From an optimization exercise on the open Yosys and OpenROAD flow, aimed at small area; shortcuts taken in it are not production practice. At most, simulation tests tie the RTL to the original design; equivalence was not proved. Function not checked in runs 1 to 5: the RTL went through the layout flow alone. Power is estimated from default activity; no workload was simulated.

## design/flow/flow/run.sh

```bash
#!/bin/bash
# Standard layout, with plain buf_1 cells as the port buffers.
set -euo pipefail
export BUFFER_PORTS_ARGS="-buffer_cell sky130_fd_sc_hd__buf_1"
bash standard.sh > standard.log 2>&1
```

## design/flow/standard.sh

```bash
#!/bin/bash
# synth_recipe.tcl (not shown) runs the flow's synth.tcl, then flattens the netlist and writes it again
# the make line also repeats each setting of config.mk as NAME=value (left out here)
make -C /OpenROAD-flow-scripts/flow DESIGN_CONFIG=/design/flow/config.mk WORK_HOME=/design/flow/orfs CLKGATE_MAP_FILE= SYNTH_SCRIPT=/design/flow/synth_recipe.tcl "${@:-finish}"
```

## design/flow/config.mk

```make
export PLATFORM = sky130hd
export DESIGN_NAME = txnum
export DESIGN_NICKNAME = txnum
export VERILOG_FILES = /design/flow/design.v
export SDC_FILE = /design/flow/constraint.sdc
export NUM_CORES = 4
export LEC_CHECK = 0
export ABC_AREA = 1
export CAP_MARGIN = 20
export CORE_MARGIN = 2
export CORE_UTILIZATION = 40
export SLEW_MARGIN = 20
```

## design/flow/constraint.sdc

```tcl
create_clock -name core_clock -period 14.0 [get_ports {i_clk}]
set_input_delay 2.8000 -clock core_clock [delete_from_list [all_inputs] [get_ports {i_clk}]]
set_output_delay 2.8000 -clock core_clock [all_outputs]
set_load 0.01 [all_outputs]
```

## design/flow/design.v

```verilog
module txnum #(
    parameter               I_CLK_FRQ = 96_000,
    parameter [20:0]        BAUD = 9600,
    parameter [0:0]         PARITY = 0,
    parameter [1:0]         STOP = 1,
    parameter [4:0]         RADIX = 10,
    parameter               SIZE = 32,
    parameter [4:0]         DIGITS = 0
) (
    input                   i_clk,
    input                   i_rst,
    input                   i_en,
    input signed [SIZE-1:0] i_data,
    output wire             o_tx,
    output wire             o_busy
);
    reg  [3:0] bd;
    wire tick = bd[3] & bd[1];
    wire [3:0] bd_inc = {bd[3] ^ (bd[2] & bd[1] & bd[0]), bd[2] ^ (bd[1] & bd[0]),
                         bd[1] ^ bd[0], ~bd[0]};
    always @(posedge i_clk)
        if (i_rst)      bd <= 4'd0;
        else if (tick)  bd <= 4'd1;
        else            bd <= bd_inc;
    localparam [1:0] S_IDLE = 2'd0, S_CALC = 2'd1, S_SIGN = 2'd2, S_SEND = 2'd3;
    reg  [1:0] st;
    assign o_busy = (st != S_IDLE);
    wire idle = (st == S_IDLE);
    reg  [3:0] u;
    reg        td, tn;           
    wire       uidle = (u == 4'd10);
    wire [3:0] u_inc = {u[3] ^ (u[2] & u[1] & u[0]), u[2] ^ (u[1] & u[0]),
                        u[1] ^ u[0], ~u[0]};
    reg [30:0] v;                
    reg  [4:0] ph;               
    reg        s;                
    reg        a0;               
    reg        ba;               
    reg  [3:0] m;                
    reg  [2:0] C;                
    reg        G;                
    reg        Zh;               
    wire [4:0] ph_inc = {ph[4] ^ (ph[3] & ph[2] & ph[1] & ph[0]),
                         ph[3] ^ (ph[2] & ph[1] & ph[0]),
                         ph[2] ^ (ph[1] & ph[0]), ph[1] ^ ph[0], ~ph[0]};
    wire ph0  = (ph == 5'd0);
    wire ph30 = (ph == 5'd30);
    wire win    = td & ((u == 4'd5 & tick) | u == 4'd6 | u == 4'd7 | u == 4'd8);
    wire bstart = ph0 & win;
    wire bact   = ba | bstart;
    wire seen = C[0];
    wire vb   = v[0] ^ (s & seen);                   
    wire qa   = v[28] & ~(ph == 5'd1 | ph == 5'd2);  
    wire [3:0] cq;                                   
    wire q    = cq[3];
    wire hb = bact ? q : vb;
    wire [2:0] hh = m[3:1];
    wire [2:0] hn;
    wire Gn = G | (hb & (ph >= 5'd5));
    wire ge10 = G | v[4] | (v[3] & (v[2] | v[1]));    
    assign hn[0] = (~hh[2] & ~hh[1] & ~hh[0] & hb & bact) | (~hh[2] & ~hh[1] & hh[0] & ~hb & ~bact) | (~hh[2] & ~hh[1] & hh[0] & ~hb & bact) | (~hh[2] & hh[1] & ~hh[0] & ~hb & ~bact) | (~hh[2] & hh[1] & ~hh[0] & ~hb & bact) | (~hh[2] & hh[1] & ~hh[0] & hb & ~bact) | (~hh[2] & hh[1] & hh[0] & hb & ~bact) | (hh[2] & ~hh[1] & ~hh[0] & hb & bact);
    assign hn[1] = (~hh[2] & ~hh[1] & ~hh[0] & hb & ~bact) | (~hh[2] & ~hh[1] & hh[0] & ~hb & ~bact) | (~hh[2] & ~hh[1] & hh[0] & ~hb & bact) | (~hh[2] & hh[1] & ~hh[0] & hb & ~bact) | (~hh[2] & hh[1] & ~hh[0] & hb & bact) | (hh[2] & ~hh[1] & ~hh[0] & ~hb & ~bact) | (hh[2] & ~hh[1] & ~hh[0] & ~hb & bact) | (hh[2] & ~hh[1] & ~hh[0] & hb & bact);
    assign hn[2] = (~hh[2] & ~hh[1] & hh[0] & hb & bact) | (~hh[2] & hh[1] & hh[0] & ~hb & ~bact) | (~hh[2] & hh[1] & hh[0] & ~hb & bact) | (hh[2] & ~hh[1] & ~hh[0] & hb & ~bact);
    assign cq[0] = (~C[2] & ~C[1] & ~C[0] & qa & ~v[0]) | (~C[2] & ~C[1] & C[0] & ~qa & ~v[0]) | (~C[2] & ~C[1] & C[0] & qa & ~v[0]) | (~C[2] & ~C[1] & C[0] & qa & v[0]) | (~C[2] & C[1] & ~C[0] & ~qa & ~v[0]) | (~C[2] & C[1] & ~C[0] & ~qa & v[0]) | (~C[2] & C[1] & ~C[0] & qa & v[0]) | (~C[2] & C[1] & C[0] & ~qa & v[0]) | (C[2] & ~C[1] & ~C[0] & qa & ~v[0]);
    assign cq[1] = (~C[2] & C[1] & ~C[0] & qa & ~v[0]) | (~C[2] & C[1] & C[0] & ~qa & ~v[0]) | (~C[2] & C[1] & C[0] & qa & ~v[0]) | (~C[2] & C[1] & C[0] & qa & v[0]) | (C[2] & ~C[1] & ~C[0] & ~qa & ~v[0]) | (C[2] & ~C[1] & ~C[0] & ~qa & v[0]) | (C[2] & ~C[1] & ~C[0] & qa & ~v[0]) | (C[2] & ~C[1] & ~C[0] & qa & v[0]);
    assign cq[2] = 1'b0;
    assign cq[3] = (~C[2] & ~C[1] & ~C[0] & ~qa & v[0]) | (~C[2] & ~C[1] & ~C[0] & qa & ~v[0]) | (~C[2] & ~C[1] & C[0] & ~qa & ~v[0]) | (~C[2] & ~C[1] & C[0] & qa & v[0]) | (~C[2] & C[1] & ~C[0] & ~qa & v[0]) | (~C[2] & C[1] & ~C[0] & qa & ~v[0]) | (~C[2] & C[1] & C[0] & ~qa & ~v[0]) | (~C[2] & C[1] & C[0] & qa & v[0]) | (C[2] & ~C[1] & ~C[0] & ~qa & v[0]) | (C[2] & ~C[1] & ~C[0] & qa & ~v[0]);
    wire [10:0] ck;
    genvar gi;
    generate for (gi = 0; gi < 11; gi = gi + 1) begin : g_ck
        assign ck[gi] = (ph == gi);
    end endgenerate
    wire [20:0] p5;
    assign p5[0] = 1'b1;
    assign p5[1] = 1'b0;
    assign p5[2] = ck[1] | ck[3] | ck[5] | ck[7] | ck[9];
    assign p5[3] = ck[2] | ck[3] | ck[6] | ck[7];
    assign p5[4] = ck[2] | ck[3] | ck[4] | ck[5];
    assign p5[5] = ck[3] | ck[4] | ck[5] | ck[7] | ck[8] | ck[9];
    assign p5[6] = ck[3] | ck[4] | ck[8] | ck[9];
    assign p5[7] = ck[8];
    assign p5[8] = ck[6] | ck[7] | ck[8] | ck[9];
    assign p5[9] = ck[4];
    assign p5[10] = ck[5] | ck[6] | ck[8] | ck[9];
    assign p5[11] = ck[5] | ck[6] | ck[9];
    assign p5[12] = ck[6] | ck[7] | ck[8];
    assign p5[13] = ck[6] | ck[7] | ck[8];
    assign p5[14] = ck[8] | ck[9];
    assign p5[15] = ck[8] | ck[9];
    assign p5[16] = ck[7] | ck[8] | ck[9];
    assign p5[17] = 1'b0;
    assign p5[18] = ck[8] | ck[9];
    assign p5[19] = ck[9];
    assign p5[20] = ck[9];
    wire s_eff = s & ~ph0;
    wire [21:0] g;
    assign g[0] = s_eff ? seen : 1'b1;
    assign g[1] = v[0] & g[0];
    generate for (gi = 1; gi < 21; gi = gi + 1) begin : g_cmp
        wire t = p5[gi] ^ ~s_eff;
        assign g[gi+1] = (v[gi] & g[gi]) | (v[gi] & t) | (g[gi] & t);
    end endgenerate
    wire [30:21] upo, upa;
    generate for (gi = 21; gi < 31; gi = gi + 1) begin : g_up
        wire ok = (ph <= 30 - gi);
        assign upo[gi] = ok & v[gi];
        assign upa[gi] = ~ok | v[gi];
    end endgenerate
    wire cmp = ~ck[10] & (s_eff ? (~g[21] | ~(&upa)) : (g[21] | (|upo)));
    reg f;
    always @(*) case (u)
        4'd1: f = 1'b0;
        4'd2: f = td ? m[0] : (~tn & s);
        4'd3: f = td ? m[1] : tn;
        4'd4: f = td ? m[2] : (~tn & s);
        4'd5: f = td ? m[3] : (tn | s);
        4'd6: f = td;
        4'd7: f = ~tn;
        4'd8: f = 1'b0;
        4'd9: f = 1'b0;
        default: f = 1'b1;
    endcase
    assign o_tx = f;
    always @(posedge i_clk) begin
        if (i_rst) begin
            st <= S_IDLE;
            u  <= 4'd10;
        end else begin
            if (u == 4'd15)                 u <= 4'd0;
            else if (tick && u <= 4'd9)     u <= u_inc;
            else if (uidle && st == S_SIGN) begin
                u <= 4'd0; td <= 1'b0; tn <= 1'b0;
            end else if (uidle && st == S_SEND) begin
                u <= 4'd15; td <= Zh; tn <= ~Zh;
            end
            case (st)
            S_IDLE: if (i_en) st <= S_CALC;
            S_CALC: begin
                Zh <= ~ph0;
                if (!cmp) st <= S_SIGN;
            end
            S_SIGN: st <= S_SEND;
            S_SEND: if (uidle && !Zh) st <= S_IDLE;
            endcase
        end
        if (idle) begin
            v  <= i_data[30:0];
            s  <= i_data[31];
            ph <= 5'd0;
            a0 <= 1'b1;
            ba <= 1'b0;
            C  <= 3'd0;
            m  <= 4'd0;
            G  <= 1'b0;
        end else begin
            ph <= ph30 ? 5'd0 : ph_inc;
            v[28:0] <= v[29:1];
            v[29]   <= (bact & ~ph0) ? q : v[30];
            v[30]   <= bact ? 1'b0 : (a0 ? vb : v[0]);
            if (ph30) a0 <= 1'b0;
            ba <= bact & ~ph30;
            if (a0) begin
                C[0] <= seen | v[0];
                if (ph0) m[0] <= vb;
                else     m[3:1] <= hn;
                G <= Gn;
            end else if (bact) begin
                if (ph0) begin
                    C <= m[3:1];
                    m[3:1] <= 3'd0;
                    G <= 1'b0;
                    Zh <= ge10;
                end else begin
                    C <= cq[2:0];
                    if (ph == 5'd1) m[0] <= q;
                    else            m[3:1] <= hn;
                    G <= Gn;
                end
            end
        end
    end
endmodule
```

==> run_results.csv, run 1 <==
group,metric,value,unit
floorplan,io_pins,37,
timing,worstMarginPinSlew,0.565,ns
synth,synthTopCellsByArea,"dfxtp_1, nand2_1, inv_1, o21ai_0, ha_1",
clock_network,ctsHoldBuffers,0,
setup_path,crit_fanout,5,
layout,antenna_cells,0,
place,port-buffer-count,36,
place,dpl.hpwl,6900,um
timing,relSlewSlack,62.3,%
worst_hold_path,hold_class,"flop to flop",
detailed_routing,dr.pass1.iters,4,
synth,avgSynthCellArea,6.62,sq um
setup_path,crit_required,11.20,ns
job,maxCapViolCount,0,
power,internal_power,509,uW
synth,synth_nets,625,
detailed_routing,viasPerCell,4.88,
floorplan,start_util,41.4,%
floorplan,row_count,35,
global_routing,grt_usage,18.8,%
synth,synthTopCellsByCount,"nand2_1, inv_1, dfxtp_1",
synth,synth_area,3820,sq um
power,clkPwrFrac,22.0,%
run_status,status,"timing/DRC/antenna clean",
layout,synthToLayoutAreaGrowth,13.0,%
floorplan,coreArea,9240,sq um
layout,num-nets-final,660,
synth,synth-seq-cells,60,
power,power.switching,391,uW
setup_path,worstSetupEndpointType,"output port",
layout,final_layout_size_suffix_gt1_share,7.46,%
timing,drv_slew,0,
timing,fin_crit,4.81,ns
power,peakVddDrop,0.0743,mV
clock_network,clock-sinks,60,
global_routing,grt_max_degree,66,
detailed_routing,via_count,3637,
synth,synth_cell_type_count,47,
floorplan,die_w,102,um
global_routing,first_global_vias,3440,
timing,fin_tns_setup,0,ns
floorplan,die-area,10400,sq um
global_routing,grt_pass1_wl,15500,um
clock_network,h-tree-depth,3,
power,comb_power_share,46.4,%
detailed_routing,wl,8920,um
global_routing,overflow,0,
clock_network,cts_inserted_buffers,9,
clock_network,clk_latency,0.34,ns
layout,nFillCells,986,
timing,setup_viol,0,
detailed_routing,wl_per_cell,12.0,um
synth,synth_edf_count,3,
setup_path,criticalPathCategory,"flop to output port",
synth,yosysTopAreaCellShare,29.9,%
detailed_routing,first_iter_violations,184,
clock_network,postCtsSetupBuffers,0,
synth,synth.most_common_cell,"nand2_1",
setup_path,cp-start-kind,"flop",
synth,yosysSeqAreaShare,32.2,%
power,sw_frac_of_total,43.4,%
timing,worst_clock_skew,0.0141,ns
power,pwr-share-seq,31.5,%
global_routing,antenna_found_initial,0,
clock_network,clk_pin_slew_worst_paths,0.08,ns
synth,yosys.area.top_type,"dfxtp_1",
timing,fmax,208,MHz
timing,fin_crit_sh,34.4,%
clock_network,cts_tree,"done",
setup_path,cp_data_arrival_time,2.01,ns
synth,syn_inst,577,
clock_network,cts-root-buf,"clkbuf_8",
clock_network,cts_buffer_depth,2,
power,p_leak,1.99,nW
timing,hold_ws,0.458,ns
synth,synth_warnings,1,
floorplan,die-height,102,um
detailed_routing,ant_nets,0,
detailed_routing,remaining_drc_errors,0,
power,powerDensity,208,nW/um^2
synth,synth_ff_type,"dfxtp_1",
synth,async_flop_share,0,%
timing,rsz0062_at_grt,"no",
place,finalWeightedCongestion,0.873,
clock_network,post_cts_resize_count,0,
timing,hold_viol_final,0,
==> area by class of cell <==
type	count	area (sq um)	share of cell area, %
Inverter	100	380	8.81
Clock inverter	4	95.1	2.20
Multi-Input combinational cell	404	2150	49.8
Tap cell	129	161	3.74
Timing Repair Buffer	37	143	3.30
Sequential cell	60	1230	28.5
Clock buffer	12	155	3.59
==> power groups by stage <==
stage	Sequential (mW)	Combinational (mW)	Clock [mW]
detailed placement	0.288	0.419	0
global route	0.292	0.489	0.210
floorplan	0.271	0.340	0
global placement	0.287	0.412	0
finish	0.284	0.418	0.198
CTS	0.284	0.421	0.202
==> worst max-delay path, stage by stage, from the launching register on <==
cell and delay, ns:
dfxtp_1 0.41, inv_1 0.08, ha_1 0.18, inv_1 0.07
nor2_1 0.05, inv_1 0.10, o21ai_0 0.15, nor4_1 0.18
nand2_1 0.08, o221a_2 0.12, o21ai_0 0.07, buf_1 0.17
==> metal layers <==
| layer | GRT usage (%) | part of all wire, % | vias up | routed length [um] |
|---|---|---|---|---|
| li1 | - | - | 1957 | - |
| met1 | 25.0 | 50 | 1616 | 4500 |
| met2 | 30.4 | 45 | 50 | 4010 |
| met3 | 3.66 | 2.9 | 14 | 259 |
| met4 | 6.86 | 1.6 | 0 | 145 |
| met5 | 0 | 0 | - | 0 |
==> cells in the final DEF, fill, tap and decap left out, types with 12 or more instances in the layout <==
| cell type | Yosys | layout |
|---|---|---|
| ha_1 | 13 | 12 |
| dfxtp_1 | 57 | 57 |
| o21ai_0 | 52 | 52 |
| nor3_1 | 12 | 12 |
| a21oi_1 | 25 | 25 |
| nand2_1 | 148 | 148 |
| inv_1 | 96 | 96 |
| buf_1 | 2 | 36 |
| nand3_1 | 29 | 29 |
| nor2_1 | 43 | 43 |
==> cell families after synthesis <==
kind of cell | synth area share, %
muxes | 0.557
adders and majority gates | 4.26
and+or+nand+nor | 30.2
AOI/OAI and AO/OA | 19.7
DFF | 32.2
xor gates and xnor gates | 1.57
buffers and inverters | 11.5
==> path summary, 6_finish.rpt <==
kind              depth (start not counted)   from    end  slack (ns)
hold / removal                            2  bd[3]  bd[3]        0.46
hold reg to reg                           2  bd[3]  bd[3]        0.46
setup reg to reg                         34  ph[0]  st[1]       10.85
setup / recovery                         11   u[1]   o_tx        9.19
==> per-stage QoR <==
| step | worst slack, ns | std cells | util, % | area, sq um | total power [mW] |
|---|---|---|---|---|---|
| final | 9.19 | 746 | 46.7 | 4320 | 0.900 |
| after floorplan | 9.79 | 577 | - | 3820 | 0.610 |
| after global routing | 8.99 | 746 | 46.7 | 4320 | 0.991 |
| after global placement | 9.58 | 730 | 44.0 | 4070 | 0.699 |
| after CTS | 9.16 | 746 | 46.7 | 4320 | 0.908 |
| after detailed placement | 9.53 | 730 | 44.0 | 4070 | 0.707 |
==> sequential cells by signal (all words and copies together), names as in the netlist, 2 cells and up <==
register / cells
bd: 4
st: 2
m: 4
C: 3
v: 31
ph: 5
u: 4
==> run 2: changes to the inputs <==
==> design/flow/flow/run.sh (replaced) <==
#!/bin/bash
# Standard layout with: no adder extraction in synthesis (same registers),
# plain buf_1 cells as the port buffers.
set -euo pipefail
export ADDER_MAP_FILE=
export BUFFER_PORTS_ARGS="-buffer_cell sky130_fd_sc_hd__buf_1"
bash standard.sh > standard.log 2>&1
==> run_results.csv, run 2 <==
group,metric,value,unit
run_status,status,"timing/DRC/antenna clean",
clock_network,clk_pin_slew_worst_paths,0.08,ns
timing,worstMarginPinSlew,0.596,ns
timing,drv_slew,0,
clock_network,cts_inserted_buffers,9,
clock_network,postCtsSetupBuffers,0,
timing,worst_slack,8.99,ns
timing,worst_clock_skew,0.00714,ns
synth,synth_nets,594,
floorplan,die-height,97.9,um
floorplan,io_pins,37,
power,power.switching,259,uW
timing,hold_viol_final,0,
clock_network,cts_tree,"done",
layout,num-nets-final,630,
global_routing,grt_pass1_wl,14700,um
detailed_routing,remaining_drc_errors,0,
detailed_routing,via_count,3559,
synth,synthTopCellsByArea,"dfxtp_1, nand2_1, inv_1, nor2_1, o21ai_0",
synth,synth.most_common_cell,"nand2_1",
floorplan,coreArea,8640,sq um
global_routing,grt_max_degree,59,
layout,top_register,"v",
layout,utilization,46.0,%
timing,rsz0062_at_grt,"no",
power,p_leak,1.87,nW
synth,yosys.area.top_type,"dfxtp_1",
layout,largest_reg_flops,31,
timing,fmax,199,MHz
layout,layout_common_cells,"nand2_1, inv_1, nor2_1, dfxtp_1, o21ai_0",
synth,synth_warnings,1,
timing,relSlewSlack,60.0,%
synth,synth_cell_type_count,49,
clock_network,h-tree-depth,3,
synth,yosysTopAreaCellShare,32.4,%
synth,async_flop_share,0,%
power,peakVddDrop,0.0698,mV
detailed_routing,wl,8570,um
layout,synthToLayoutAreaGrowth,12.6,%
global_routing,grt_usage,19.0,%
clock_network,clk_latency,0.36,ns
detailed_routing,first_iter_violations,178,
global_routing,overflow,0,
layout,final_layout_size_suffix_gt1_share,4.67,%
synth,synth_area,3520,sq um
setup_path,cp-start-kind,"flop",
power,power.total,641,uW
clock_network,post_cts_resize_count,0,
detailed_routing,wl_per_cell,12.1,um
timing,setup_viol,0,
synth,synth_edf_count,3,
floorplan,die_w,97.9,um
layout,largest_registers,"v x31, ph x5",
layout,nFillCells,945,
place,place_ws,9.34,ns
setup_path,timing.rr.start,"ph[3]",
clock_network,cts-root-buf,"clkbuf_8",
detailed_routing,ant_nets,0,
power,clkPwrFrac,26.7,%
setup_path,cp-startpoint,"st[1]",
setup_path,worstSetupEndpointType,"output port",
global_routing,first_global_vias,3354,
timing,fin_crit_sh,35.8,%
synth,synthTopCellsByCount,"nand2_1, inv_1, nor2_1",
floorplan,start_util,40.8,%
power,pwr-share-seq,37.3,%
clock_network,cts_buffer_depth,2,
clock_network,clock-sinks,60,
setup_path,criticalPathCategory,"flop to output port",
power,comb_power_share,35.9,%
power,sw_frac_of_total,40.4,%
detailed_routing,viasPerCell,5.03,
place,finalWeightedCongestion,0.923,
synth,syn_inst,559,
clock_network,ctsHoldBuffers,0,
power,powerDensity,161,nW/um^2
worst_hold_path,hp-start,"bd[3]",
place,port-buffer-count,36,
power,internal_power,382,uW
timing,fin_crit,5.01,ns
job,maxCapViolCount,0,
worst_hold_path,hold_class,"flop to flop",
setup_path,cp_data_arrival_time,2.21,ns
detailed_routing,dr.pass1.iters,5,
setup_path,crit_required,11.20,ns
synth,synth-seq-cells,60,
floorplan,row_count,34,
place,dpl.hpwl,6470,um
layout,antenna_cells,0,
synth,avgSynthCellArea,6.31,sq um
synth,synth_ff_type,"dfxtp_1",
global_routing,antenna_found_initial,0,
setup_path,crit_fanout,58,
layout,final_common_cell,"nand2_1",
timing,fin_tns_setup,0,ns
floorplan,die-area,9580,sq um
synth,yosysSeqAreaShare,34.9,%
run 2: cell count changes in the layout (fill, tap and decap cells not counted), sizes merged, moves of 3 or more:
cell,delta
ha,-13
inv,-9
nand4,+5
nand2,+20
nor2,+15
o221ai,-4
a22oi,-3
nand3,-5
a31oi,-5
a21oi,-4
o21ai,-10
run 2: worst paths after layout:
path,to,cells after the start,slack [ns]
worst max-delay path,o_busy,4,8.99
worst min-delay path,bd[3],2,0.46
worst min register to register,bd[3],2,0.46
worst max register to register,m[2],16,11.12
run 2: final cells by class:
class                           count  area, sq um  area share (%)
Sequential cell                    60         1230            31.0
Clock buffer                       10          149            3.75
Multi-Input combinational cell    398         1910            48.0
Clock inverter                      6         70.1            1.76
Timing Repair Buffer               37          143            3.59
Tap cell                          108          135            3.40
Inverter                           89          337            8.48
run 2: stage by stage:
| stage | hold slack (ns) | std cells | instance area [sq um] |
|---|---|---|---|
| detailed placement | 0.453 | 692 | 3750 |
| CTS | 0.465 | 708 | 3970 |
| floorplan | 0.429 | 559 | 3520 |
| global placement | 0.440 | 692 | 3750 |
| finish | 0.461 | 708 | 3970 |
| global route | 0.489 | 708 | 3970 |
run 2: kinds of logic after synthesis:
kind of cell	Yosys count	synth area share, %
AO/OA/AOI/OAI	98	16.7
XOR/XNOR	7	1.74
buffers and inverters	101	11.2
flip-flops	60	34.9
multiplexers	1	0.284
AND/OR/NAND/NOR	292	35.1
run 2: worst max-delay path, stage by stage (launching register included):
cell and delay [ns]:
dfxtp_1 0.38, nor2_4 0.11, buf_4 0.41, clkinv_1 0.64
buf_1 0.28
run 2: power by group through the flow:
stage	Combinational, mW	Clock, mW	Sequential, mW
after detailed placement	0.230	0	0.243
after CTS	0.232	0.176	0.239
after global routing	0.270	0.185	0.245
after floorplan	0.187	0	0.231
final	0.230	0.171	0.239
after global placement	0.228	0	0.242
run 2: layer usage:
metal	up-vias	part of all wire (%)	wire length, um	track usage [%]
met5	-	0	0	0
met4	0	1.5	129	6.73
met3	13	5.1	439	5.15
met2	87	47	4070	32.3
met1	1585	46	3930	23.0
li1	1874	-	-	-
==> run 3: changes to the inputs <==
==> design/flow/flow/run.sh (replaced) <==
#!/bin/bash
# Standard layout with: no adder extraction in synthesis (same registers),
# plain buf_1 cells as the port buffers, one sink cluster and no dummy loads in CTS.
set -euo pipefail
export ADDER_MAP_FILE=
export BUFFER_PORTS_ARGS="-buffer_cell sky130_fd_sc_hd__buf_1"
export CTS_ARGS="-sink_clustering_enable -repair_clock_nets -dont_use_dummy_load -sink_clustering_size 64 -sink_clustering_max_diameter 500 -buf_list sky130_fd_sc_hd__clkbuf_8"
bash standard.sh > standard.log 2>&1
==> run_results.csv, run 3 <==
group,metric,value,unit
floorplan,io_pins,37,
place,placed_cell_area,3750,sq um
global_routing,overflow,0,
synth,synth-seq-cells,60,
synth,synth_area,3520,sq um
floorplan,coreArea,8640,sq um
worst_hold_path,hold_class,"flop to flop",
global_routing,grt_pass1_wl,14700,um
detailed_routing,remaining_drc_errors,0,
synth,async_flop_share,0,%
run_status,status,"timing/DRC/antenna clean",
synth,synth.most_common_cell,"nand2_1",
timing,fmax,200,MHz
clock_network,clk_latency,0.34,ns
synth,avgSynthCellArea,6.31,sq um
timing,fin_crit,4.99,ns
detailed_routing,wl_per_cell,12.1,um
synth,synth_ff_type,"dfxtp_1",
timing,worst_clock_skew,0.0253,ns
place,finalWeightedCongestion,0.923,
synth,synth_mux_area_share,0.284,%
setup_path,crit_required,11.20,ns
timing,worst_slack,9.01,ns
layout,antenna_cells,0,
setup_path,cp-start-kind,"flop",
global_routing,antenna_found_initial,0,
power,peakVddDrop,0.0654,mV
layout,largest_registers,"v x31, ph x5",
timing,rsz0062_at_grt,"no",
detailed_routing,ant_nets,0,
timing,relSlewSlack,59.7,%
layout,num-nets-final,630,
synth,yosysSeqAreaShare,34.9,%
clock_network,clock-sinks,60,
layout,final_cell_area,3870,sq um
floorplan,row_count,34,
clock_network,cts_inserted_buffers,9,
synth,synth_fa_ha_area_share,0,%
layout,layout_common_cells,"nand2_1, inv_1, nor2_1, dfxtp_1, o21ai_0",
timing,worstMarginPinSlew,0.600,ns
synth,synth-compound-area-share,16.7,%
place,place_ws,9.34,ns
floorplan,die-area,9580,sq um
global_routing,grt_max_degree,59,
detailed_routing,via_count,3589,
synth,synth-simple-area-share,35.1,%
floorplan,die-height,97.9,um
synth,synthTopCellsByCount,"nand2_1, inv_1, nor2_1",
synth,synth_top_family_by_area,"simple AND/OR/NAND/NOR gates",
place,port-buffer-count,36,
layout,synthToLayoutAreaGrowth,9.94,%
layout,final_common_cell,"nand2_1",
layout,final_layout_size_suffix_gt1_share,3.54,%
detailed_routing,wl,8510,um
clock_network,cts_tree,"done",
synth,yosysTopAreaCellShare,32.4,%
clock_network,cts_buffer_depth,2,
clock_network,postCtsSetupBuffers,0,
job,maxCapViolCount,0,
global_routing,grt_usage,18.7,%
timing,setup_viol,0,
clock_network,cts-root-buf,"clkbuf_8",
layout,largest_reg_flops,31,
synth,yosys.area.top_type,"dfxtp_1",
floorplan,start_util,40.8,%
synth,synthTopCellsByArea,"dfxtp_1, nand2_1, inv_1, nor2_1, o21ai_0",
layout,nFillCells,948,
timing,fin_crit_sh,35.7,%
setup_path,cp_data_arrival_time,2.19,ns
setup_path,crit_fanout,58,
setup_path,worstSetupEndpointType,"output port",
synth,synth_cell_type_count,49,
detailed_routing,dr.pass1.iters,5,
layout,top_register,"v",
synth,synthXorXnorAreaFrac,1.74,%
power,power.total,588,uW
floorplan,die_w,97.9,um
detailed_routing,viasPerCell,5.12,
global_routing,first_global_vias,3363,
power,powerDensity,152,nW/um^2
synth,syn_inst,559,
timing,drv_slew,0,
synth,synth_warnings,1,
clock_network,ctsHoldBuffers,0,
synth,synth_edf_count,3,
synth,synth_nets,594,
power,p_leak,1.82,nW
clock_network,post_cts_resize_count,0,
place,dpl.hpwl,6470,um
clock_network,h-tree-depth,3,
detailed_routing,first_iter_violations,180,
timing,fin_tns_setup,0,ns
timing,hold_viol_final,0,
clock_network,clk_pin_slew_worst_paths,0.06,ns
setup_path,criticalPathCategory,"flop to output port",
[run 3: cell count changes in the layout (fill, tap and decap cells not counted)]
cell        delta
inv_4          -1
clkbuf_16      -1
bufinv_16      -1
clkinv_4       -3
clkinvlp_4     -1
[run 3: cells by family (layout without fill, tap and decap cells)]
| logic type | Yosys count | in the layout |
|---|---|---|
| AOI/OAI and AO/OA | 98 | 98 |
| xor gates and xnor gates | 7 | 7 |
| buffers and inverters | 101 | 135 |
| DFF | 60 | 60 |
| muxes | 1 | 1 |
| and+or+nand+nor | 292 | 292 |
[run 3: worst max-delay path, stage by stage, from the launching register on]
cell	delay, ns
dfxtp_1	0.37
nor2_4	0.12
buf_4	0.41
clkinv_1	0.65
buf_1	0.29
[run 3: report_power, final]
part / internal (mW) / switching [mW]
clock network: 0.0571 / 0.0604
registers: 0.209 / 0.0303
logic: 0.0794 / 0.151
total: 0.346 / 0.242
[run 3: through the flow]
step	hold WS, ns	utilization, %	instances
after floorplan	0.429	-	559
after global placement	0.440	43.4	692
after detailed placement	0.453	43.4	692
after CTS	0.456	44.9	701
after global routing	0.486	44.9	701
final	0.457	44.9	701
[run 3: routing by layer]
metal	track usage (%)	up-vias	wire length, um
met4	6.62	0	102
met5	0	-	0
met2	32.7	93	4120
met3	4.01	10	418
li1	-	1870	-
met1	22.7	1616	3880
[run 3: final timing paths]
kind	cells past startpoint	end	startpoint	slack, ns
worst max register to register	16	m[2]	ph[3]	11.14
worst min register to register	2	v[13]	v[14]	0.46
worst min-delay path	2	v[13]	v[14]	0.46
worst max-delay path	4	o_busy	st[1]	9.01
[run 3: final cells by class]
type / count / area (sq um) / area share, %
multi-input cells: 398 / 1910 / 49.2
flip-flops and latches: 60 / 1230 / 31.8
inverters: 89 / 337 / 8.69
repair buffers: 37 / 143 / 3.68
well taps: 108 / 135 / 3.49
clock buffers: 9 / 124 / 3.20
==> run 4: changes to the inputs <==
==> design/flow/flow/run.sh (replaced) <==
#!/bin/bash
# Standard layout with these changes, none of which touches the registers:
# - synthesis without adder extraction, and an area-oriented ABC script
#   (deepsyn, choices, area mapping) in place of ORFS's abc_area.script;
# - plain buf_1 cells as the port buffers;
# - one clock buffer level, no dummy loads.
set -euo pipefail
export ADDER_MAP_FILE=
export BUFFER_PORTS_ARGS="-buffer_cell sky130_fd_sc_hd__buf_1"
export CTS_ARGS="-sink_clustering_enable -repair_clock_nets -dont_use_dummy_load -sink_clustering_size 100 -sink_clustering_max_diameter 1000 -buf_list sky130_fd_sc_hd__clkbuf_4"
rm -rf scripts_abc
cp -r "$FLOW_HOME/scripts" scripts_abc
printf 'strash\n&get -n\n&deepsyn -T 20\n&put\ndch -f\namap\ntopo\n' > scripts_abc/abc_area.script
SCRIPTS_DIR="$PWD/scripts_abc" bash standard.sh synth > synth.log 2>&1
bash standard.sh > standard.log 2>&1
==> run_results.csv, run 4 <==
group,metric,value,unit
synth,synth_ff_type,"dfxtp_1",
layout,layout_common_cells,"nor2_1, clkinv_1, dfxtp_1, a21oi_1, buf_1",
layout,top_register,"v",
global_routing,antenna_found_initial,0,
timing,setup_viol,0,
timing,fin_tns_setup,0,ns
synth,synth-seq-cells,60,
clock_network,post_cts_resize_count,0,
place,finalWeightedCongestion,0.892,
detailed_routing,viasPerCell,5.31,
timing,worst_slack,8.30,ns
timing,fin_crit_sh,40.7,%
worst_hold_path,hold_class,"flop to flop",
setup_path,worstSetupEndpointType,"flop",
synth,synthTopCellsByArea,"dfxtp_1, nor2_1, clkinv_1, a21oi_1, o21ai_0",
floorplan,die-height,91.1,um
setup_path,crit_fanout,15,
layout,synthToLayoutAreaGrowth,11.3,%
clock_network,postCtsSetupBuffers,0,
place,dp.cells,557,
floorplan,start_util,41.6,%
detailed_routing,remaining_drc_errors,0,
timing,hold_viol_final,0,
place,placed_cell_area,3310,sq um
timing,relSlewSlack,62.8,%
setup_path,cp-start-kind,"flop",
clock_network,clock-sinks,60,
setup_path,criticalPathCategory,"flop to flop",
power,p_leak,1.16,nW
layout,num-nets-final,504,
setup_path,crit_required,14.32,ns
clock_network,cts_inserted_buffers,9,
synth,avgSynthCellArea,7.22,sq um
floorplan,coreArea,7290,sq um
synth,synth_cell_type_count,37,
setup_path,critPathMaxStageDelay,0.40,ns
layout,final_layout_size_suffix_gt1_share,2.36,%
timing,fin_crit,5.70,ns
synth,synthTopCellsByCount,"nor2_1, clkinv_1, dfxtp_1",
timing,worstMarginPinSlew,0.558,ns
clock_network,cts-root-buf,"clkbuf_4",
clock_network,ctsHoldBuffers,0,
synth,yosysSeqAreaShare,40.6,%
floorplan,die_w,91.1,um
global_routing,grt_usage,19.2,%
synth,synth_area,3030,sq um
global_routing,first_global_vias,2785,
place,place_ws,8.37,ns
timing,rsz0062_at_grt,"no",
clock_network,clk_latency,0.41,ns
layout,largest_reg_flops,31,
floorplan,io_pins,37,
clock_network,cts_tree,"done",
detailed_routing,via_count,3007,
clock_network,clk_pin_slew_worst_paths,0.09,ns
synth,async_flop_share,0,%
synth,yosys.area.top_type,"dfxtp_1",
setup_path,critical_path.slowest_cell,"dfxtp_1",
global_routing,grt_max_degree,61,
detailed_routing,dr.pass1.iters,4,
global_routing,overflow,0,
setup_path,cp_common_cell,"clkinv_1",
floorplan,die-area,8300,sq um
power,powerDensity,105,nW/um^2
synth,syn_inst,420,
setup_path,path_buf_inv,5,
power,power.total,354,uW
power,peakVddDrop,0.0449,mV
clock_network,h-tree-depth,3,
global_routing,grt_pass1_wl,12800,um
setup_path,cp_data_arrival_time,6.02,ns
timing,fmax,175,MHz
detailed_routing,first_iter_violations,88,
clock_network,cts_buffer_depth,2,
timing,drv_slew,0,
synth,synth.most_common_cell,"nor2_1",
synth,synth_nets,455,
job,maxCapViolCount,0,
synth,synth_warnings,1,
run_status,status,"timing/DRC/antenna clean",
layout,largest_registers,"v x31, ph x5",
timing,worst_clock_skew,0.0144,ns
synth,yosysTopAreaCellShare,37.6,%
detailed_routing,wl_per_cell,13.2,um
setup_path,crit_family,"compound AO/OA/AOI/OAI gates",
place,port-buffer-count,36,
layout,final_common_cell,"nor2_1",
detailed_routing,wl,7490,um
detailed_routing,ant_nets,0,
floorplan,row_count,31,
layout,antenna_cells,0,
synth,synth_edf_count,3,
layout,finalNonFillerCells,566,
layout,final_cell_area,3380,sq um
place,dpl.hpwl,5720,um
==> run 4: cell types whose count changed after synthesis, sizes merged, moves of 5 or more <==
| cell | before | now |
|---|---|---|
| nand2 | 173 | 27 |
| o21ai | 48 | 31 |
| a21oi | 21 | 39 |
| inv | 88 | 0 |
| o22a | 0 | 7 |
| o22ai | 4 | 13 |
| clkinv | 1 | 73 |
| nand3 | 32 | 4 |
| clkbuf | 8 | 0 |
| xor2 | 6 | 0 |
| nor2 | 62 | 87 |
| o21a | 1 | 6 |
| nand4 | 10 | 3 |
| o221ai | 0 | 7 |
==> run 4: cells by family (layout without fill, tap and decap cells) <==
group	count (synthesis)	count (layout)	synth area share, %
AND/OR/NAND/NOR	148	148	20.5
AO/OA/AOI/OAI	139	139	29.9
buffers and inverters	73	120	9.03
flip-flops	60	60	40.6
==> run 4: metrics by stage <==
step | util, % | hold WS [ns]
final | 46.3 | 0.450
after global routing | 46.3 | 0.475
after CTS | 46.3 | 0.454
after detailed placement | 45.4 | 0.445
after global placement | 45.4 | 0.440
after floorplan | - | 0.426
==> run 4: layout make-up <==
class                   count  area, sq um
well taps                  99          124
inverters                  73          274
repair buffers             38          150
multi-input cells         287         1530
fillers                   800         3920
clock buffers               9         67.6
flip-flops and latches     60         1230
==> run 4: worst paths after layout <==
| path | endpoint | start | slack (ns) | depth (start not counted) |
|---|---|---|---|---|
| worst max-delay path | st[1] | ph[4] | 8.30 | 32 |
| worst min-delay path | v[12] | v[13] | 0.45 | 2 |
| worst max register to register | st[1] | ph[4] | 8.30 | 32 |
| worst min register to register | v[12] | v[13] | 0.45 | 2 |
==> run 4: layer usage <==
metal | part of all wire (%) | global-route usage (%)
met5 | 0 | 0
met4 | 2.0 | 8.71
met3 | 4.2 | 4.40
met2 | 47 | 30.6
met1 | 47 | 24.7
==> run 4: power breakdown <==
group	total (mW)	internal, mW	switching (mW)
combinational	0.0729	0.0281	0.0448
clock	0.0851	0.0298	0.0554
sequential	0.196	0.187	0.00925
total	0.354	0.245	0.109
==> run 4: worst min-delay path, stage by stage (launching register included) <==
cell and delay [ns]:
dfxtp_1 0.32, clkinv_1 0.05, a21oi_1 0.05
==> run 5: changes to the inputs <==
--- a/design/flow/flow/run.sh
+++ b/design/flow/flow/run.sh
@@ -9,3 +9,3 @@
 export BUFFER_PORTS_ARGS="-buffer_cell sky130_fd_sc_hd__buf_1"
-export CTS_ARGS="-sink_clustering_enable -repair_clock_nets -dont_use_dummy_load -sink_clustering_size 100 -sink_clustering_max_diameter 1000 -buf_list sky130_fd_sc_hd__clkbuf_4"
+export CTS_ARGS="-sink_clustering_enable -repair_clock_nets -dont_use_dummy_load -sink_clustering_size 100 -sink_clustering_max_diameter 1000 -buf_list sky130_fd_sc_hd__clkbuf_16"
 rm -rf scripts_abc
==> run_results.csv, run 5 <==
group,metric,value,unit
run_status,status,"timing/DRC/antenna clean",
synth,synthTopCellsByCount,"nor2_1, clkinv_1, dfxtp_1",
synth,synth_ff_type,"dfxtp_1",
timing,fin_crit_sh,40.5,%
setup_path,critPathMaxStageDelay,0.40,ns
power,peakVddDrop,0.0767,mV
global_routing,first_global_vias,2825,
layout,final_cell_area,3530,sq um
synth,synth.most_common_cell,"nor2_1",
synth,yosys.area.top_type,"dfxtp_1",
power,p_leak,1.23,nW
setup_path,cp_common_cell,"clkinv_1",
floorplan,coreArea,7290,sq um
synth,yosysSeqAreaShare,40.6,%
layout,largest_reg_flops,31,
place,finalWeightedCongestion,0.892,
global_routing,grt_pass1_wl,12800,um
global_routing,grt_max_degree,61,
floorplan,die_w,91.1,um
synth,synth_area,3030,sq um
detailed_routing,first_iter_violations,100,
place,place_ws,8.37,ns
synth,avgSynthCellArea,7.22,sq um
detailed_routing,dr.pass1.iters,5,
floorplan,io_pins,37,
detailed_routing,wl,7530,um
layout,antenna_cells,0,
setup_path,cp_data_arrival_time,5.89,ns
layout,final_layout_size_suffix_gt1_share,2.36,%
timing,hold_ws,0.450,ns
clock_network,post_cts_resize_count,0,
synth,synth_cell_type_count,37,
synth,yosysTopAreaCellShare,37.6,%
global_routing,antenna_found_initial,0,
synth,syn_inst,420,
layout,num-nets-final,504,
setup_path,crit_fanout,15,
worst_hold_path,hold_class,"flop to flop",
layout,top_register,"v",
detailed_routing,remaining_drc_errors,0,
setup_path,cp-start-kind,"flop",
layout,largest_registers,"v x31, ph x5",
synth,synth_warnings,1,
synth,synthTopCellsByArea,"dfxtp_1, nor2_1, clkinv_1, a21oi_1, o21ai_0",
place,port-buffer-count,36,
timing,relSlewSlack,62.7,%
timing,worst_slack,8.33,ns
clock_network,clk_pin_slew_worst_paths,0.05,ns
detailed_routing,ant_nets,0,
global_routing,grt_usage,19.2,%
timing,hold_viol_final,0,
detailed_routing,via_count,3011,
timing,fin_tns_setup,0,ns
layout,final_common_cell,"nor2_1",
detailed_routing,viasPerCell,5.32,
setup_path,worstSetupEndpointType,"flop",
setup_path,criticalPathCategory,"flop to flop",
floorplan,die-area,8300,sq um
place,placed_cell_area,3310,sq um
clock_network,h-tree-depth,3,
clock_network,cts_tree,"done",
power,powerDensity,126,nW/um^2
global_routing,overflow,0,
floorplan,row_count,31,
clock_network,clock-sinks,60,
layout,layout_common_cells,"nor2_1, clkinv_1, dfxtp_1, a21oi_1, buf_1",
synth,synth-seq-cells,60,
synth,synth_edf_count,3,
floorplan,start_util,41.6,%
place,dpl.hpwl,5720,um
detailed_routing,wl_per_cell,13.3,um
setup_path,critical_path.slowest_cell,"dfxtp_1",
timing,fin_crit,5.67,ns
timing,rsz0062_at_grt,"no",
job,maxCapViolCount,0,
clock_network,cts-root-buf,"clkbuf_16",
timing,drv_slew,0,
timing,setup_viol,0,
clock_network,ctsHoldBuffers,0,
timing,worstMarginPinSlew,0.559,ns
clock_network,cts_buffer_depth,2,
clock_network,clk_latency,0.32,ns
power,power.total,446,uW
synth,async_flop_share,0,%
timing,worst_clock_skew,0.00779,ns
floorplan,die-height,91.1,um
clock_network,cts_inserted_buffers,9,
layout,synthToLayoutAreaGrowth,16.5,%
timing,fmax,176,MHz
synth,synth_nets,455,
setup_path,crit_required,14.22,ns
clock_network,postCtsSetupBuffers,0,
==> run 5: per-layer routing <==
| layer | wire length [um] | share of wire (%) | GRT usage, % |
|---|---|---|---|
| met4 | 148 | 2.0 | 9.22 |
| met3 | 262 | 3.5 | 4.48 |
| met5 | 0 | 0 | 0 |
| met1 | 3540 | 47 | 24.5 |
| met2 | 3580 | 48 | 30.7 |
==> run 5: path summary, 6_finish.rpt <==
check	start	end	slack, ns	depth (start not counted)
worst min register to register	v[13]	v[12]	0.45	2
worst min-delay path	v[13]	v[12]	0.45	2
worst max-delay path	ph[4]	st[1]	8.33	32
worst max register to register	ph[4]	st[1]	8.33	32
==> run 5: worst max-delay path, delay by kind of cell (launching register included) <==
family / cells / cell delay (ns)
AOI/OAI and AO/OA: 17 / 2.80
and+or+nand+nor: 10 / 1.46
buffers and inverters: 5 / 0.92
DFF: 1 / 0.40
==> run 5: kinds of logic after synthesis <==
kind of cell / after synthesis / synth area share [%]
compound gates: 139 / 29.9
buf+inv: 73 / 9.03
flops: 60 / 40.6
simple gates: 148 / 20.5
==> run 5: final cells by class <==
type                            instances  area [sq um]
Multi-Input combinational cell        287          1530
Fill cell                             786          3760
Inverter                               73           274
Tap cell                               99           124
Clock buffer                            9           225
Sequential cell                        60          1230
Timing Repair Buffer                   38           150
==> run 5: power breakdown <==
part | switching, mW | internal, mW | total (mW)
Clock | 0.0645 | 0.112 | 0.176
Sequential | 0.00933 | 0.188 | 0.197
Combinational | 0.0450 | 0.0281 | 0.0731
==> run 5: per-stage QoR <==
step / utilization [%] / instances
2_1_floorplan: - / 420
4_1_cts: 48.5 / 566
3_3_place_gp: 45.4 / 557
6_report: 48.5 / 566
5_1_grt: 48.5 / 566
3_5_place_dp: 45.4 / 557
==> run 6: changes to the inputs <==
--- a/design/flow/design.v
+++ b/design/flow/design.v
@@ -33,3 +33,5 @@
                         u[1] ^ u[0], ~u[0]};
-    reg [30:0] v;                
+    localparam [30:0] POL = 31'h2aaaaaaa;
+    reg [30:0] w;
+    wire [30:0] v = w ^ POL;
     reg  [4:0] ph;               
@@ -146,3 +148,3 @@
         if (idle) begin
-            v  <= i_data[30:0];
+            w  <= i_data[30:0] ^ POL;
             s  <= i_data[31];
@@ -156,5 +158,5 @@
             ph <= ph30 ? 5'd0 : ph_inc;
-            v[28:0] <= v[29:1];
-            v[29]   <= (bact & ~ph0) ? q : v[30];
-            v[30]   <= bact ? 1'b0 : (a0 ? vb : v[0]);
+            w[28:0] <= v[29:1] ^ POL[28:0];
+            w[29]   <= ((bact & ~ph0) ? q : v[30]) ^ POL[29];
+            w[30]   <= (bact ? 1'b0 : (a0 ? vb : v[0])) ^ POL[30];
             if (ph30) a0 <= 1'b0;
--- a/design/flow/flow/run.sh
+++ b/design/flow/flow/run.sh
@@ -9,3 +9,3 @@
 export BUFFER_PORTS_ARGS="-buffer_cell sky130_fd_sc_hd__buf_1"
-export CTS_ARGS="-sink_clustering_enable -repair_clock_nets -dont_use_dummy_load -sink_clustering_size 100 -sink_clustering_max_diameter 1000 -buf_list sky130_fd_sc_hd__clkbuf_16"
+export CTS_ARGS="-sink_clustering_enable -repair_clock_nets -dont_use_dummy_load -sink_clustering_size 100 -sink_clustering_max_diameter 1000 -buf_list sky130_fd_sc_hd__clkbuf_4"
 rm -rf scripts_abc
==> run_results.csv, run 6 <==
group,metric,value,unit
synth,yosysSeqAreaShare,42.2,%
setup_path,cp_data_arrival_time,5.20,ns
power,powerDensity,152,nW/um^2
job,maxCapViolCount,0,
layout,final_layout_size_suffix_gt1_share,2.88,%
layout,antenna_cells,0,
synth,synth_warnings,1,
power,peakVddDrop,0.0653,mV
global_routing,grt_pass1_wl,11700,um
place,finalWeightedCongestion,0.881,
floorplan,die-area,7990,sq um
detailed_routing,remaining_drc_errors,0,
setup_path,path_buf_inv,2,
synth,async_flop_share,0,%
global_routing,grt_max_degree,53,
setup_path,critPathMaxStageDelay,0.49,ns
global_routing,use_met2,30.7,%
clock_network,clk_latency,0.40,ns
timing,fin_crit_sh,34.7,%
floorplan,die-height,89.4,um
setup_path,worstSetupEndpointType,"flop",
timing,worstMarginPinSlew,0.601,ns
synth,avgSynthCellArea,7.24,sq um
setup_path,cp-start-kind,"flop",
layout,largest_reg_flops,31,
timing,fin_tns_setup,0,ns
setup_path,reg2reg_slack,9.14,ns
run_status,status,"timing/DRC/antenna clean",
place,dpl.hpwl,5180,um
clock_network,post_cts_resize_count,0,
global_routing,use_met3,4.43,%
synth,yosysTopAreaCellShare,39.1,%
clock_network,cts-root-buf,"clkbuf_4",
clock_network,postCtsSetupBuffers,0,
timing,relSlewSlack,59.6,%
detailed_routing,dr.pass1.iters,4,
clock_network,clk_pin_slew_worst_paths,0.10,ns
clock_network,ctsHoldBuffers,0,
global_routing,grt_usage,19.0,%
floorplan,die_w,89.4,um
layout,num-nets-final,488,
synth,synth_mux_area_share,0,%
synth,synth-seq-cells,60,
floorplan,start_util,40.7,%
synth,synth_fa_ha_area_share,0,%
power,p_leak,1.15,nW
setup_path,crit_fanout,10,
setup_path,criticalPathCategory,"flop to flop",
synth,synthTopCellsByCount,"nor2_1, dfxtp_1, clkinv_1",
timing,setup_viol,0,
synth,synth.most_common_cell,"nor2_1",
layout,top_register,"w",
floorplan,row_count,31,
synth,synth-compound-area-share,28.4,%
synth,synth_cell_type_count,36,
synth,synth_nets,438,
clock_network,clock-sinks,60,
layout,final_common_cell,"nor2_1",
global_routing,overflow,0,
timing,hold_viol_final,0,
detailed_routing,via_count,2949,
floorplan,io_pins,37,
synth,synth_top_family_by_area,"compound AO/OA/AOI/OAI gates",
detailed_routing,ant_nets,0,
detailed_routing,wl,6900,um
clock_network,cts_buffer_depth,2,
timing,rsz0062_at_grt,"no",
worst_hold_path,hold_class,"flop to flop",
synth,syn_inst,403,
clock_network,cts_inserted_buffers,9,
clock_network,h-tree-depth,3,
synth,synth_ff_type,"dfxtp_1",
synth,synth_area,2920,sq um
timing,fmax,206,MHz
setup_path,critical_path.slowest_cell,"nor2_1",
layout,utilization,45.6,%
place,port-buffer-count,36,
setup_path,crit_required,14.34,ns
synth,yosys.area.top_type,"dfxtp_1",
detailed_routing,wl_per_cell,12.5,um
layout,synthToLayoutAreaGrowth,12.2,%
detailed_routing,viasPerCell,5.36,
clock_network,cts_tree,"done",
synth,synthXorXnorAreaFrac,0,%
synth,synth_edf_count,3,
setup_path,crit_family,"compound AO/OA/AOI/OAI gates",
global_routing,use_met1,23.8,%
global_routing,first_global_vias,2691,
timing,worst_clock_skew,0.0241,ns
layout,largest_registers,"w x31, ph x5",
synth,synthTopCellsByArea,"dfxtp_1, nor2_1, o21ai_0, clkinv_1, nand2_1",
floorplan,coreArea,7180,sq um
detailed_routing,first_iter_violations,138,
synth,synth-simple-area-share,23.0,%
timing,drv_slew,0,
global_routing,antenna_found_initial,0,
global_routing,grt_busiest_layer,"met2",
timing,fin_crit,4.86,ns
layout,layout_common_cells,"nor2_1, dfxtp_1, clkinv_1, o21ai_0, nand2_1",
[run 6: changes by cell type after synthesis, sizes merged, moves of 5 or more]
cell,delta
clkinv,-23
a21oi,-22
nand2,+20
o21ai,+17
nor2,-7
o22ai,+7
o211ai,+5
o22a,-5
[run 6: worst register-to-register path, delay by kind of cell (launching register included)]
family	cells	cell delay, ns
flops	1	0.45
compound gates	15	2.15
buf+inv	2	0.54
simple gates	12	1.64
[run 6: metrics by stage]
step	cell area (sq um)	worst slack, ns	hold slack [ns]	cells	total power [mW]
floorplan	2920	8.31	0.432	403	0.370
CTS	3270	9.17	0.470	550	0.504
global placement	3210	9.42	0.443	541	0.415
detailed placement	3210	9.24	0.456	541	0.418
finish	3270	9.14	0.460	550	0.499
global route	3270	8.39	0.473	550	0.544
[run 6: final timing paths]
| kind | from | to | cells after the start |
|---|---|---|---|
| worst max-delay path | ph[2] | st[0] | 29 |
| worst min-delay path | w[9] | w[8] | 1 |
| worst max register to register | ph[2] | st[0] | 29 |
| worst min register to register | w[9] | w[8] | 1 |
[run 6: power breakdown]
| group | switching [mW] | internal [mW] | leakage [nW] |
|---|---|---|---|
| clock | 0.0541 | 0.0298 | 0.0414 |
| combinational | 0.104 | 0.0650 | 0.603 |
| sequential | 0.0346 | 0.211 | 0.502 |
[run 6: logic make-up after synthesis]
kind of cell | Yosys count
and+or+nand+nor | 162
AOI/OAI and AO/OA | 131
buffers and inverters | 50
DFF | 60
[run 6: metal layers]
metal  wire [um]  share of wire (%)  up-vias
met3         319                4.6       12
met1        3240                 47     1327
met2        3230                 47       77
met4         114                1.7        0
met5           0                  0        -
li1            -                  -     1533
[run 6: cell type report]
class                           count  area (sq um)
Multi-Input combinational cell    293          1510
Sequential cell                    60          1230
Tap cell                           99           124
Inverter                           50           188
Timing Repair Buffer               39           158
Fill cell                         764          3900
Clock buffer                        9          67.6

[re-timing with driven ports]
The flow's constraints put no driver on any port. The routed layouts listed below were extracted and timed again, unchanged, in two steps.
Step 1: set_driving_cell puts a clkbuf_16 on i_clk and a buf_2 on each other input, an assumption about the parent block.
Step 2 times the ports against the registers' clock, not the clock port: input delays grow and output delays shrink by t, the midpoint of the rising clock arrivals with the driver on.
Three values: ideal ports, drivers, drivers and shift; two values: the first two.
run | shift t [ns] | setup WS [ns] | hold WS [ns] | worst setup path at the end | worst register clock-pin slew, ns
run 1 | 0.370 | 9.188 / 9.155 / 9.525 | 0.458 / 0.458 / 0.458 | register to output | 0.08 / 0.08
run 2 | 0.383 | 8.985 / 8.955 / 9.337 | 0.461 / 0.461 / 0.461 | register to output | 0.08 / 0.08
run 3 | 0.363 | 9.005 / 8.975 / 9.338 | 0.457 / 0.457 / 0.457 | register to output | 0.08 / 0.08
run 4 | 0.433 | 8.297 / 8.297 / 8.297 | 0.450 / 0.450 / 0.450 | register to register | 0.09 / 0.09
run 5 | 0.354 | 8.330 / 8.330 / 8.330 | 0.450 / 0.450 / 0.450 | register to register | 0.05 / 0.05
run 6 | 0.419 | 9.145 / 9.145 / 9.145 | 0.460 / 0.460 / 0.460 | register to register | 0.10 / 0.10
After both steps every run listed still meets setup and hold.
